What follows belongs to an exercise in optimizing a design on an open flow for small area, a short achievable clock period and few clock cycles per item; a production flow would make more cautious choices. For this run, only the layout was checked, not whether the RTL still works. Power is estimated from default activity; no workload was simulated.

===== design/flow/design.v =====
`timescale 1ns / 1ns
module RegFile (
  input             clk,
  input             we,
  input      [ 4:0] wa,
  input      [31:0] wd,
  input      [ 4:0] ra1,
  input      [ 4:0] ra2,
  output reg [31:0] rd1,
  output reg [31:0] rd2
);
  reg [31:0] regs [1:31];
  integer i;
  always @(posedge clk) begin
    for (i = 1; i < 32; i = i + 1)
      if (we && wa == i) regs[i] <= wd;
  end
  always @(*) begin
    rd1 = 32'd0;
    rd2 = 32'd0;
    for (i = 1; i < 32; i = i + 1) begin
      rd1 = rd1 | (regs[i] & {32{ra1 == i}});
      rd2 = rd2 | (regs[i] & {32{ra2 == i}});
    end
  end
endmodule
`timescale 1ns / 1ns
module MulDiv (
  input         clk,
  input         rst,
  input         go,      
  input  [ 2:0] f3,
  input  [31:0] a,
  input  [31:0] b,
  output        done,    
  output [31:0] res
);
  reg  [ 1:0] ph;    
  reg  [ 4:0] cnt;
  reg  [33:0] acc;   
  reg  [31:0] lo;    
  reg  [31:0] dv;    
  reg         an, qn, triv, dz;
  wire is_div = f3[2];
  wire a_sg = ~(f3[1] & f3[0]);    
  wire b_sg = ~f3[1];              
  wire [32:0] ma = {a_sg & a[31], a};
  wire [32:0] mb = {b_sg & b[31], b};
  wire fit1 = (&mb[32:8])  | ~(|mb[32:8]);
  wire fit2 = (&mb[32:16]) | ~(|mb[32:16]);
  wire fit3 = (&mb[32:24]) | ~(|mb[32:24]);
  wire [1:0] klast = fit1 ? 2'd0 : fit2 ? 2'd1 : fit3 ? 2'd2 : 2'd3;
  wire mlast = (cnt[1:0] == klast);
  reg  [8:0] dig;
  always @(*) begin
    case (cnt[1:0])
      2'd0: dig = {mb[8],  mb[7:0]};
      2'd1: dig = {mb[16], mb[15:8]};
      2'd2: dig = {mb[24], mb[23:16]};
      default: dig = {mb[32], mb[31:24]};
    endcase
    if (!mlast) dig[8] = 1'b0;
  end
  wire signed [41:0] pp = $signed(ma) * $signed(dig);
  wire signed [41:0] t  = $signed({{8{acc[33]}}, acc}) + pp;
  reg [31:0] mlo, mhi;
  always @(*) begin
    case (cnt[1:0])
      2'd0: begin mlo = {acc[23:0], lo[31:24]}; mhi = {{22{acc[33]}}, acc[33:24]}; end
      2'd1: begin mlo = {acc[15:0], lo[31:16]}; mhi = {{14{acc[33]}}, acc[33:16]}; end
      2'd2: begin mlo = {acc[7:0],  lo[31:8]};  mhi = {{6{acc[33]}},  acc[33:8]};  end
      default: begin mlo = lo; mhi = acc[31:0]; end
    endcase
  end
  wire sg = ~f3[0];
  wire a_neg = sg & a[31];
  wire b_neg = sg & b[31];
  wire [31:0] aa = a_neg ? (~a + 32'd1) : a;
  wire [31:0] ba = b_neg ? (~b + 32'd1) : b;
  wire bz = ~(|b);
  function [4:0] msb;
    input [31:0] v;
    integer j;
    begin
      msb = 5'd0;
      for (j = 0; j < 32; j = j + 1)
        if (v[j]) msb = j;
    end
  endfunction
  wire [4:0] sh = msb(acc[31:0]) - msb(dv);
  wire [32:0] diff = {1'b0, acc[31:0]} - {1'b0, dv};
  wire ge = ~diff[32];
  wire [31:0] rneg = an ? (~acc[31:0] + 32'd1) : acc[31:0];
  wire [31:0] qneg = qn ? (~lo + 32'd1) : lo;
  assign done = (ph == 2'd3) | ((ph == 2'd1) & triv);
  reg [31:0] r;
  always @(*) begin
    if (!is_div)
      r = (f3[1:0] == 2'b00) ? mlo : mhi;
    else if (ph == 2'd1)    
      r = f3[1] ? a : {32{dz}};
    else
      r = f3[1] ? rneg : qneg;
  end
  assign res = r;
  always @(posedge clk) begin
    if (rst) begin
      ph  <= 2'd0;
      cnt <= 5'd0;
      acc <= 34'd0;
    end else if (go) begin
      case (ph)
        2'd0: begin
          if (!is_div) begin
            acc <= t[41:8];
            lo  <= {t[7:0], lo[31:8]};
            if (mlast) ph <= 2'd3;
            else begin ph <= 2'd2; cnt <= cnt + 5'd1; end
          end else begin
            acc  <= {2'b00, aa};
            dv   <= ba;
            an   <= a_neg;
            qn   <= a_neg ^ b_neg;
            dz   <= bz;
            triv <= bz | (aa < ba);
            ph   <= 2'd1;
          end
        end
        2'd1: begin
          if (triv) begin
            ph  <= 2'd0;
            acc <= 34'd0;
          end else begin
            dv  <= dv << sh;
            cnt <= sh;
            lo  <= 32'd0;
            ph  <= 2'd2;
          end
        end
        2'd2: begin
          if (!is_div) begin
            acc <= t[41:8];
            lo  <= {t[7:0], lo[31:8]};
            if (mlast) ph <= 2'd3;
            else cnt <= cnt + 5'd1;
          end else begin
            if (ge) acc[31:0] <= diff[31:0];
            lo <= {lo[30:0], ge};
            dv <= dv >> 1;
            if (cnt == 5'd0) ph <= 2'd3;
            else cnt <= cnt - 5'd1;
          end
        end
        default: begin
          ph  <= 2'd0;
          cnt <= 5'd0;
          acc <= 34'd0;
        end
      endcase
    end
  end
endmodule
`timescale 1ns / 1ns
module DatapathPipelined (
  input         clk,
  input         rst,
  output [31:0] pc_to_imem,
  input  [31:0] inst_from_imem,
  output [31:0] addr_to_dmem,
  input  [31:0] load_data_from_dmem,
  output [31:0] store_data_to_dmem,
  output [ 3:0] store_we_to_dmem,
  output        halt,
  output [31:0] trace_writeback_pc,
  output [31:0] trace_writeback_inst
);
  reg  [31:2] f_pc;
  reg         d_valid;
  reg  [31:2] d_pc;
  reg  [31:0] d_inst;
  reg         x_valid;
  reg  [31:2] x_pc;
  reg  [31:0] x_inst;
  reg  [31:0] x_a, x_b, x_sd;
  reg         x_cin;
  reg  [31:2] x_tgt;
  reg  [ 4:0] x_rd;
  reg  [ 2:0] x_f3;
  reg         x_wr, x_load, x_store, x_br, x_jalr, x_halt, x_md;
  reg         x_sel_add, x_sel_slt, x_sel_xor, x_sel_or, x_sel_and;
  reg         x_sel_sll, x_sel_sr, x_sel_link, x_sra;
  reg         m_wr, m_load;
  reg  [ 4:0] m_rd;
  reg  [ 2:0] m_f3;
  reg  [31:0] m_res, m_sd;
  reg  [ 3:0] m_we;
  reg         w_wr, w_load;
  reg  [ 4:0] w_rd;
  reg  [ 2:0] w_f3;
  reg  [ 1:0] w_off;
  reg  [31:0] w_reg;
  reg [31:0] w_ld;
  always @(*) begin
    case (w_f3[1:0])
      2'b00: begin
        case (w_off)
          2'd0: w_ld[7:0] = w_reg[7:0];
          2'd1: w_ld[7:0] = w_reg[15:8];
          2'd2: w_ld[7:0] = w_reg[23:16];
          default: w_ld[7:0] = w_reg[31:24];
        endcase
        w_ld[31:8] = {24{~w_f3[2] & w_ld[7]}};
      end
      2'b01: begin
        w_ld[15:0] = w_off[1] ? w_reg[31:16] : w_reg[15:0];
        w_ld[31:16] = {16{~w_f3[2] & w_ld[15]}};
      end
      default: w_ld = w_reg;
    endcase
  end
  wire [31:0] w_data = w_load ? w_ld : w_reg;
  wire [4:0] d_op  = d_inst[6:2];
  wire [2:0] d_f3  = d_inst[14:12];
  wire [4:0] d_rd  = d_inst[11:7];
  wire [4:0] d_rs1 = d_inst[19:15];
  wire [4:0] d_rs2 = d_inst[24:20];
  wire d_lui   = (d_op == 5'b01101);
  wire d_auipc = (d_op == 5'b00101);
  wire d_jal   = (d_op == 5'b11011);
  wire d_jalr  = (d_op == 5'b11001);
  wire d_br    = (d_op == 5'b11000);
  wire d_load  = (d_op == 5'b00000);
  wire d_store = (d_op == 5'b01000);
  wire d_opimm = (d_op == 5'b00100);
  wire d_oprr  = (d_op == 5'b01100);
  wire d_sys   = (d_op == 5'b11100);
  wire d_md    = d_oprr & d_inst[25];
  wire d_alu   = d_opimm | (d_oprr & ~d_inst[25]);
  wire d_wr   = ~(d_br | d_store | d_sys) & (d_rd != 5'd0);
  wire d_use1 = ~(d_lui | d_auipc | d_jal);
  wire d_use2 = d_oprr | d_store | d_br;
  wire [31:0] imm_i = {{20{d_inst[31]}}, d_inst[31:20]};
  wire [31:0] imm_s = {{20{d_inst[31]}}, d_inst[31:25], d_inst[11:7]};
  wire [31:0] imm_u = {d_inst[31:12], 12'b0};
  wire [31:2] imm_b = {{19{d_inst[31]}}, d_inst[31], d_inst[7], d_inst[30:25], d_inst[11:9]};
  wire [31:2] imm_j = {{11{d_inst[31]}}, d_inst[31], d_inst[19:12], d_inst[20], d_inst[30:22]};
  wire [31:0] d_imm = d_store ? imm_s : (d_lui | d_auipc) ? imm_u : imm_i;
  wire [31:2] d_tgt = d_pc + (d_jal ? imm_j : imm_b);
  wire d_slt = d_alu & (d_f3 == 3'b010 || d_f3 == 3'b011);
  wire d_sub = d_br | d_slt | (d_oprr & ~d_inst[25] & d_inst[30] & d_f3 == 3'b000);
  wire [31:0] rf1, rf2;
  RegFile rf (
    .clk(clk), .we(w_wr), .wa(w_rd), .wd(w_data),
    .ra1(d_rs1), .ra2(d_rs2), .rd1(rf1), .rd2(rf2)
  );
  wire [31:0] x_res;
  wire        x_busy;
  wire x_hit1 = x_valid & x_wr & (x_rd == d_rs1);
  wire m_hit1 = m_wr & (m_rd == d_rs1);
  wire w_hit1 = w_wr & (w_rd == d_rs1);
  wire x_hit2 = x_valid & x_wr & (x_rd == d_rs2);
  wire m_hit2 = m_wr & (m_rd == d_rs2);
  wire w_hit2 = w_wr & (w_rd == d_rs2);
  wire [31:0] rs1v = x_hit1 ? x_res : m_hit1 ? m_res : w_hit1 ? w_data : rf1;
  wire [31:0] rs2v = x_hit2 ? x_res : m_hit2 ? m_res : w_hit2 ? w_data : rf2;
  wire hazard = d_valid & (
                (d_use1 & ((x_hit1 & x_load) | (m_hit1 & m_load))) |
                (d_use2 & ((x_hit2 & x_load) | (m_hit2 & m_load))));
  wire x_fire = x_valid & ~x_busy;
  wire x_taken;
  wire redirect_x = x_fire & ((x_br & x_taken) | x_jalr);
  wire d_hold = x_busy | hazard;
  wire redirect_d = d_valid & d_jal & ~d_hold & ~redirect_x;
  wire [31:0] x_sum;
  assign pc_to_imem = {f_pc, 2'b00};
  always @(posedge clk) begin
    if (rst)
      f_pc <= 30'd0;
    else if (redirect_x)
      f_pc <= x_jalr ? x_sum[31:2] : x_tgt;
    else if (redirect_d)
      f_pc <= d_tgt;
    else if (!d_hold)
      f_pc <= f_pc + 30'd1;
  end
  always @(posedge clk) begin
    if (rst)
      d_valid <= 1'b0;
    else if (redirect_x || redirect_d)
      d_valid <= 1'b0;
    else if (!d_hold)
      d_valid <= 1'b1;
  end
  always @(posedge clk) begin
    if (!d_hold) begin
      d_pc   <= f_pc;
      d_inst <= inst_from_imem;
    end
  end
  always @(posedge clk) begin
    if (rst)
      x_valid <= 1'b0;
    else if (!x_busy)
      x_valid <= d_valid & ~hazard & ~redirect_x;
  end
  always @(posedge clk) begin
    if (!x_busy) begin
      x_pc    <= d_pc;
      x_inst  <= d_inst;
      x_a     <= d_lui ? 32'd0 : d_auipc ? {d_pc, 2'b00} : rs1v;
      x_b     <= (d_oprr | d_br ? rs2v : d_imm) ^ {32{d_sub}};
      x_sd    <= d_store ? rs2v : {f_pc, 2'b00};    
      x_cin   <= d_sub;
      x_tgt   <= d_tgt;
      x_rd    <= d_rd;
      x_f3    <= d_f3;
      x_wr    <= d_wr;
      x_load  <= d_load;
      x_store <= d_store;
      x_br    <= d_br;
      x_jalr  <= d_jalr;
      x_halt  <= d_sys;
      x_md    <= d_md;
      x_sel_add  <= d_lui | d_auipc | d_load | d_store | (d_alu & d_f3 == 3'b000);
      x_sel_slt  <= d_slt;
      x_sel_xor  <= d_alu & d_f3 == 3'b100;
      x_sel_or   <= d_alu & d_f3 == 3'b110;
      x_sel_and  <= d_alu & d_f3 == 3'b111;
      x_sel_sll  <= d_alu & d_f3 == 3'b001;
      x_sel_sr   <= d_alu & d_f3 == 3'b101;
      x_sel_link <= d_jal | d_jalr;
      x_sra      <= d_inst[30];
    end
  end
  wire [32:0] sum33 = {1'b0, x_a} + {1'b0, x_b} + {32'd0, x_cin};
  assign x_sum = sum33[31:0];
  wire lt_u = ~sum33[32];
  wire lt_s = (x_a[31] == x_b[31]) ? x_a[31] : x_sum[31];    
  wire eq   = &(x_a ^ x_b);
  assign x_taken = x_f3[2] ? ((x_f3[1] ? lt_u : lt_s) ^ x_f3[0]) : (eq ^ x_f3[0]);
  wire [31:0] sll = x_a << x_b[4:0];
  wire signed [32:0] sra_in = {x_sra & x_a[31], x_a};
  wire [32:0] srx = sra_in >>> x_b[4:0];
  wire        md_done;
  wire [31:0] md_res;
  MulDiv md (
    .clk(clk), .rst(rst), .go(x_valid & x_md), .f3(x_f3),
    .a(x_a), .b(x_b), .done(md_done), .res(md_res)
  );
  assign x_busy = x_valid & x_md & ~md_done;
  assign x_res = ({32{x_sel_add}}  & x_sum)
               | ({32{x_sel_slt}}  & {31'd0, x_f3[0] ? lt_u : lt_s})
               | ({32{x_sel_xor}}  & (x_a ^ x_b))
               | ({32{x_sel_or}}   & (x_a | x_b))
               | ({32{x_sel_and}}  & (x_a & x_b))
               | ({32{x_sel_sll}}  & sll)
               | ({32{x_sel_sr}}   & srx[31:0])
               | ({32{x_sel_link}} & x_sd)
               | ({32{x_md}}       & md_res);
  reg [3:0] x_we;
  always @(*) begin
    case (x_f3[1:0])
      2'b00:   x_we = 4'b0001 << x_sum[1:0];
      2'b01:   x_we = x_sum[1] ? 4'b1100 : 4'b0011;
      default: x_we = 4'b1111;
    endcase
  end
  assign trace_writeback_pc   = {x_pc, 2'b00};
  assign trace_writeback_inst = x_fire ? x_inst : 32'd0;
  assign halt                 = x_fire & x_halt;
  always @(posedge clk) begin
    if (rst) begin
      m_wr <= 1'b0;
      m_we <= 4'd0;
    end else begin
      m_wr <= x_fire & x_wr;
      m_we <= (x_fire & x_store) ? x_we : 4'd0;
    end
    m_load <= x_load;
    m_rd   <= x_rd;
    m_f3   <= x_f3;
    m_res  <= x_res;
    m_sd   <= (x_f3[1:0] == 2'b00) ? {4{x_sd[7:0]}} :
              (x_f3[1:0] == 2'b01) ? {2{x_sd[15:0]}} : x_sd;
  end
  assign addr_to_dmem       = m_res;
  assign store_data_to_dmem = m_sd;
  assign store_we_to_dmem   = m_we;
  always @(posedge clk) begin
    if (rst)
      w_wr <= 1'b0;
    else
      w_wr <= m_wr;
    w_load <= m_load;
    w_rd   <= m_rd;
    w_f3   <= m_f3;
    w_off  <= m_res[1:0];
    w_reg  <= m_load ? load_data_from_dmem : m_res;
  end
endmodule

===== design/flow/constraint.sdc =====
create_clock -name core_clock -period 20.0 [get_ports {clk}]
set_input_delay 4.0000 -clock core_clock [delete_from_list [all_inputs] [get_ports {clk}]]
set_output_delay 4.0000 -clock core_clock [all_outputs]
set_load 0.01 [all_outputs]

===== design/flow/config.mk =====
export PLATFORM = sky130hd
export DESIGN_NAME = DatapathPipelined
export DESIGN_NICKNAME = DatapathPipelined
export VERILOG_FILES = /design/flow/design.v
export SDC_FILE = /design/flow/constraint.sdc
export NUM_CORES = 4
export LEC_CHECK = 0
export CAP_MARGIN = 20
export CELL_PAD_IN_SITES_DETAIL_PLACEMENT = 1
export CELL_PAD_IN_SITES_GLOBAL_PLACEMENT = 2
export CORE_MARGIN = 2
export CORE_UTILIZATION = 30
export PLACE_DENSITY = 0.5
export SLEW_MARGIN = 20

===== design/flow/run.sh =====
#!/bin/bash
# synth_recipe.tcl (not shown) runs the flow's synth.tcl, then flattens the netlist and writes it again
# the make line also repeats each setting of config.mk as NAME=value (left out here)
make -C /OpenROAD-flow-scripts/flow DESIGN_CONFIG=/design/flow/config.mk WORK_HOME=/design/flow/orfs CLKGATE_MAP_FILE= SYNTH_SCRIPT=/design/flow/synth_recipe.tcl finish

==> key figures <==
Pwr
  • Power per standard cell area: approximately 110 nW/µm²
  • Power consumption: between 10 and 15 mW
  • Worst vdd ir: 0.07875 mV
  • Leakage power: about 41 nW

Final layout
  • Largest regs: rf.regs: 992 flops, md.acc: 34 flops
  • Nets@finish: 9919
  • Syn-to-layout area delta: 15.80%
  • Commonest non-fill, non-tap cell in the layout: edfxtp_1
  • Most frequent cells in the layout: 1326 x edfxtp_1, 976 x nand2_1, 868 x a22oi_1, 518 x inv_1, 418 x nor2_1
  • Top reg by flops: rf.regs
  • Post-route cell area: about 110000 µm²
  • Layout cells sized above 1: between 10% and 20%
  • Fillcell total: between 30000 and 40000
  • Max FFs per register: between 900 and 1000

Routing
  • DRC: 0
  • Via density per instance: 6.473
  • Routed length per instance: ~46 µm
  • Routed wire length: approximately 640000 µm
  • Drt pass-1 iters: 9
  • DR vias: between 80000 and 90000
  • DR iter-0 viols: 13020
  • Post-route ant nets: 0

Critical path
  • CP Launch Type: flop
  • CP Data Arrival Time: around 9.7 ns
  • Slowest-stage cell, CP: edfxtp_1
  • Internal reg-to-reg setup slack: ~11 ns
  • Critical R2R Launch: x_inst[13]
  • Reg2reg end: md.acc[32]
  • WS Path Type: flop to flop
  • R2R depth: 29
  • CP bufs+invs: 4
  • Cell mode on critical path: fa_1
  • Largest delay share family, worst path: adder cells
  • Worst EP required: around 21 ns
  • Max incr delay on CP: 0.74 ns
  • CP Max Fanout: 30
  • Crit. path cell count: 29
  • Setup crit end kind: flop

CTS
  • Longest Clk Path Bufs: 4
  • Clk root buf: clkbuf_16
  • Sink Count: around 1500
  • Cts hold-fix bufs: 0
  • Clk Latency, worst-skew pair: 0.93 ns
  • Clk slew on worst S/H paths: 0.07 ns
  • Post-CTS setup buffer count: 0
  • CTS H-tree lvls: 4
  • Post-CTS sizing: 0
  • Total CTS buffers: about 190
  • CTS tree: built

Flow run
  • Max cap viols: 0

Hold path
  • Worst Hold Path EP: w_rd[0]
  • Min-delay worst type: flop to flop
  • Hold depth: 0
  • Hold wc startpoint: m_rd[0]

Place
  • HPWL Detailed: approximately 430000 µm
  • Routability Congestion: ~0.96
  • Buffers on Ports: about 230
  • Placed cell areas: about 100000 µm²

STA
  • Worst-margin pin slew: ~1.3 ns
  • Final Hold Fails: 0
  • Clock skew: approximately 0.11 ns
  • F_max: ~110 MHz
  • Tcrit/Tclk final: around 44%
  • Rel. slew slack: between 10% and 20%
  • Setup TNS: 0 ns
  • Final Setup Violations: 0
  • Final Max Tran Viols: 0
  • RSZ-0062 raised after global routing: false
  • Min Tclk post-route: around 8.9 ns

GRT
  • Grt met3 use: under 10%
  • Initial antenna violation count: 76
  • Grt ovf: 0
  • First-pass GRT wire length: ~840000 µm
  • Largest net degree at the start of global routing: 85
  • Busiest layer in global routing: met2
  • Vias in the first global route: approximately 87000
  • GRT Total Usage: a little under two fifths
  • Met1 Usage GRT: roughly half
  • Met2 Track Usage GR: between 50% and 60%

Floorplan
  • Num rows: 207
  • Die extent in x: between 500 and 600 µm
  • Die height: roughly 570 µm
  • Die ar.: approximately 320000 µm²
  • Core Footprint: roughly 320000 µm²
  • Starting Density: between 30% and 40%
  • I/O pin cnt: 231

Yosys
  • Leading area contributor after synthesis: edfxtp_1
  • EDFF count, synth: approximately 1300
  • Sequential area share after synthesis: ~46%
  • Post-synth top area share: 41.62%
  • Synthesized instance count: approximately 9200
  • Main area contributors after synthesis: edfxtp_1 42%, a22oi_1 6.8%, fa_1 5.9%, dfxtp_1 4.1%, nand2_1 3.8%
  • Synth cell types: between 80 and 90
  • Post-synth ARST share: 0%
  • Synth warn: 4
  • Yosys reg bits: around 1500
  • Main synth FF type: edfxtp_1
  • Post-Syn Area: between 90000 and 100000 µm²
  • Avg Cell Area, Syn: a little over 10 µm²

Run status
  • Status: no timing/DRC/antenna violations
[worst reg2reg max path: cells and delay by family (launching register included)]
family                     cells  cell delay, ns
AOI/OAI and AO/OA              9            2.36
xor gates and xnor gates       1            0.20
and+or+nand+nor                8            1.56
adders and majority gates      6            2.82
buffers and inverters          4            0.81
muxes                          1            0.35
DFF                            1            0.74
[logic make-up after synthesis]
group                      count (synthesis)  synth area share (%)
AOI/OAI and AO/OA                       2678                 19.88
and+or+nand+nor                         2603                 12.90
DFF                                     1521                 45.70
buffers and inverters                   1257                 4.988
adders and majority gates                553                 9.437
xor gates and xnor gates                 301                 2.756
muxes                                    289                 4.333
other                                      1              0.003920
[area by class of cell]
type / instances / area (µm²) / area share [%]
antenna: 35 / 87.58 / 0.07906
clock buffer: 253 / 5324 / 4.806
clock inverter: 101 / 1023 / 0.9239
inverter: 529 / 1996 / 1.801
multi-input combinational: 6428 / 48080 / 43.40
sequential: 1521 / 43730 / 39.47
tap: 4180 / 5230 / 4.721
timing repair buffer: 627 / 5315 / 4.798
[routing by layer]
metal	wire, µm	vias up
met5	115	-
met4	44010	16
met3	52630	1292
met2	276800	5319
met1	262000	46870
li1	-	35010
[synthesized netlist by cell type (all sizes together) (40+ instances only)]
cell type / n
a211oi: 83
a21o: 98
a21oi: 404
a221oi: 96
a222oi: 100
a22o: 79
a22oi: 868
a31oi: 72
and2: 265
and3: 76
buf: 100
clkbuf: 628
dfxtp: 195
edfxtp: 1326
fa: 281
ha: 272
inv: 522
mux2: 71
mux2i: 125
mux4: 93
nand2: 980
nand2b: 41
nand3: 253
nand4: 99
nor2: 483
nor2b: 45
nor3: 115
nor4: 90
o211ai: 71
o21ai: 355
o22ai: 40
o31ai: 69
or3: 43
xnor2: 215
xor2: 86
[metrics by stage]
stage	hold slack [ns]	util (%)	worst slack, ns	cells
floorplan	0.3096	-	11.60	9206
CTS	0.3446	34.86	11.19	13640
global route	0.3451	34.87	10.56	13650
global placement	0.3880	32.82	11.24	13280
detailed placement	0.3708	32.86	11.13	13290
finish	0.3378	34.89	11.13	13670
[report_power, final]
part | total (mW) | leakage (nW) | internal [mW] | switching, mW
clock network | 3.65 | 3.12 | 2.09 | 1.55
registers | 3.73 | 14.3 | 3.60 | 0.129
logic | 4.57 | 23.4 | 1.53 | 3.04
[how the worst max path moves through the flow]
stage	start	end	slack, ns
6_report	x_inst[13]	md.acc[32]	11.13
5_1_grt	x_b[26]	md.acc[32]	10.56
4_1_cts	x_inst[13]	md.acc[32]	11.19
3_5_place_dp	x_inst[13]	md.acc[32]	11.13
3_3_place_gp	x_inst[13]	md.acc[32]	11.24
2_1_floorplan	md.ph[1]	f_pc[6]	11.60

re-timing with driven ports:
In the flow no input, the clock included, has a driving cell. The finished layout below was timed again as built, in two steps. Step 1 assumes that a clkbuf_16 drives the clock port and a buf_2 every other input. Step 2 adds t to the input delays and takes it off the output delays; t is the mean of the earliest and latest rising clock arrival at the registers after step 1. Input paths then give back, and output paths get back, about the clock's delay inside the block. a / b / c = ideal / step 1 / step 2; a / b = the first two.
t (ns): 0.990
setup WS [ns]: 11.131 / 11.131 / 11.131
pins driven straight from the clock port: 1
After both steps this run still meets setup and hold. The setup slack of this run moves by 0.000 ns with the drivers and by 0.000 ns with both steps.
